What follows belongs to an exercise in optimizing a design on an open flow for small area and a short achievable clock period; a production flow would make more cautious choices. In this exercise RTL edits were held to simulation tests only and were not proved equivalent to the original.

## ember
## izhneuron_verilog
module izhneuron_verilog(clk, rst, en, WE, Addr, AER_BUS, Weight, spike_out);
input wire clk;
input wire rst;
input wire en;
input wire WE;
input wire [3:0] Addr;
input wire [3:0] AER_BUS;
input wire [10:0] Weight;
output wire spike_out;
reg [10:0] mem0, mem1, mem2, mem3;
reg [3:0] valid;                  
reg [10:0] wout, acc, I;
reg [13:0] N, t;              
wire sel0 = valid[0] & (AER_BUS == 4'd0);
wire sel1 = valid[1] & (AER_BUS == 4'd1);
wire sel2 = valid[2] & (AER_BUS == 4'd2);
wire sel3 = valid[3] & (AER_BUS == 4'd3);
wire [10:0] rdg = ({11{sel0}} & mem0) | ({11{sel1}} & mem1) | ({11{sel2}} & mem2) | ({11{sel3}} & mem3);
wire sm0 = acc[0] ^ wout[0];
wire sc0 = acc[0] & wout[0];
wire sm1 = acc[1] ^ wout[1] ^ sc0;
wire sc1 = (acc[1] & wout[1]) | (acc[1] & sc0) | (wout[1] & sc0);
wire sm2 = acc[2] ^ wout[2] ^ sc1;
wire sc2 = (acc[2] & wout[2]) | (acc[2] & sc1) | (wout[2] & sc1);
wire sm3 = acc[3] ^ wout[3] ^ sc2;
wire sc3 = (acc[3] & wout[3]) | (acc[3] & sc2) | (wout[3] & sc2);
wire sm4 = acc[4] ^ wout[4] ^ sc3;
wire sc4 = (acc[4] & wout[4]) | (acc[4] & sc3) | (wout[4] & sc3);
wire sm5 = acc[5] ^ wout[5] ^ sc4;
wire sc5 = (acc[5] & wout[5]) | (acc[5] & sc4) | (wout[5] & sc4);
wire sm6 = acc[6] ^ wout[6] ^ sc5;
wire sc6 = (acc[6] & wout[6]) | (acc[6] & sc5) | (wout[6] & sc5);
wire sm7 = acc[7] ^ wout[7] ^ sc6;
wire sc7 = (acc[7] & wout[7]) | (acc[7] & sc6) | (wout[7] & sc6);
wire sm8 = acc[8] ^ wout[8] ^ sc7;
wire sc8 = (acc[8] & wout[8]) | (acc[8] & sc7) | (wout[8] & sc7);
wire sm9 = acc[9] ^ wout[9] ^ sc8;
wire sc9 = (acc[9] & wout[9]) | (acc[9] & sc8) | (wout[9] & sc8);
wire sm10 = acc[10] ^ wout[10] ^ sc9;
wire sc10 = (acc[10] & wout[10]) | (acc[10] & sc9) | (wout[10] & sc9);
wire [10:0] sum = {sm10, sm9, sm8, sm7, sm6, sm5, sm4, sm3, sm2, sm1, sm0};
wire [10:0] I_next = en ? sum : I;
wire [10:0] In = {~I[10], I[9:0]};                              
wire [10:0] Inn = {~I_next[10], I_next[9:0]};
wire g1 = N[0] & t[2];
wire p2 = N[0] | t[2];
wire g3 = N[1] & t[3];
  ...
Settings: LEC_CHECK=0, CAP_MARGIN=20, CORE_MARGIN=2, CORE_UTILIZATION=40, SLEW_MARGIN=20; clock period 21.0 ns.
standard.sh (not shown) runs the stock make flow with config.mk's settings and CLKGATE_MAP_FILE= SYNTH_SCRIPT=/design/flow/synth_recipe.tcl, a recipe that flattens the netlist after the stock synthesis.
==> flow/flow/run.sh <==
#!/bin/bash
set -e
cp standard.sh standard.sh.log
export SETUP_SLACK_MARGIN=${FLOW_SETUP_MARGIN:-12.3}
export BUFFER_PORTS_ARGS="-buffer_cell sky130_fd_sc_hd__buf_2"
bash standard.sh synth > synth.log 2>&1
R=orfs/results/sky130hd/izhneuron_verilog/base
cp $R/1_2_yosys.v yosys_netlist_before_polar.v.log
python3 flow/polar.py $R/1_2_yosys.v $R/1_2_yosys.polar.v > polar.log 2>&1
mv $R/1_2_yosys.polar.v $R/1_2_yosys.v
rm -f $R/1_synth.odb
bash standard.sh > standard.log 2>&1
Other scripts of this flow, unchanged in this note and not shown: flow/flow/polar.py
Having completed the whole flow, ember delivered a layout that passed the timing, design-rule and antenna checks.
> inputs changed (ember -> juniper)
diff --git a/flow/flow/run.sh b/flow/flow/run.sh
--- a/flow/flow/run.sh
+++ b/flow/flow/run.sh
@@ -2,5 +2,5 @@
 set -e
 cp standard.sh standard.sh.log
-export SETUP_SLACK_MARGIN=${FLOW_SETUP_MARGIN:-12.3}
+export SETUP_SLACK_MARGIN=${FLOW_SETUP_MARGIN:-11.8}
 export BUFFER_PORTS_ARGS="-buffer_cell sky130_fd_sc_hd__buf_2"
 bash standard.sh synth > synth.log 2>&1
==> comparison <==
- Cmp juniper and ember / design area / lower: juniper
- juniper: average routed wire per standard cell about 3% below ember
- juniper has less setup slack than ember.
- Fraction of final layout cells with drive strength greater than 1 ended up 4.6 points lower on juniper than on ember.
- On post-placement cell area, juniper and ember are neck and neck.
- Taking juniper as 1.0, ember lands at 1.6 on non-clock buffer count.
--- input diff juniper..amber ---
diff --git a/flow/flow/run.sh b/flow/flow/run.sh
--- a/flow/flow/run.sh
+++ b/flow/flow/run.sh
@@ -2,5 +2,5 @@
 set -e
 cp standard.sh standard.sh.log
-export SETUP_SLACK_MARGIN=${FLOW_SETUP_MARGIN:-11.8}
+export SETUP_SLACK_MARGIN=${FLOW_SETUP_MARGIN:-12}
 export BUFFER_PORTS_ARGS="-buffer_cell sky130_fd_sc_hd__buf_2"
 bash standard.sh synth > synth.log 2>&1
==> comparison <==
Compared with juniper, final area in amber increased slightly. amber vs juniper, maximum cell stage delay along the critical path went down by 0.15 ns. The higher global-route track usage on met3 came out of amber. Number of standard cells after synthesis delta (juniper -> amber): insignificant.
### amber -> raven
# amber
export LEC_CHECK = 0
export CAP_MARGIN = 20
export CORE_MARGIN = 2
export CORE_UTILIZATION = 40
export SLEW_MARGIN = 20
create_clock -name core_clock -period 21.0 [get_ports {clk}]
# raven
export LEC_CHECK = 0
export CAP_MARGIN = 20
export CORE_MARGIN = 2
export CORE_UTILIZATION = 60
export SLEW_MARGIN = 20
create_clock -name core_clock -period 21.0 [get_ports {clk}]
## What came out
Combined buffer and inverter count along the critical path: raven > amber. From raven to amber, number of buffers on the longest clock path did not move at all. The final critical delay including setup and external delays reported for raven is greater than that of amber by 0.15 ns. Per the comparison of raven with amber, slack of the critical path fell 0.15 ns; count of plain and timing-repair buffers in the layout rose about 40%; synthesis-to-finish area growth rose 0.30 points.

==> afterwards: timing with drivers on the ports <==
How much do the figures lean on ideal ports? The routed layouts below were timed once more, with nothing changed but the port constraints.
Step 1, drivers: a clkbuf_16 drives clk and a buf_2 each remaining input, both assumed.
Step 2 also shifts input and output timing later by t, the mid clock arrival at the registers, as if the neighbouring blocks saw the same clock.
Three values: no drivers, after step 1, after step 2; two values: the first two.
| run | t, ns | setup slack, ns | cell pins on the clock port's net |
|---|---|---|---|
| ember | 0.383 | 12.124 / 12.083 / 12.145 | 1 |
| juniper | 0.397 | 11.955 / 11.931 / 11.931 | 1 |
| amber | 0.395 | 12.183 / 12.162 / 12.089 | 1 |
| raven | 0.380 | 12.034 / 12.016 / 12.016 | 1 |
After both steps setup and hold are still met in every run listed. The setup slack of amber, which loses most, moves by -0.021 ns with the drivers and by -0.094 ns with both steps.
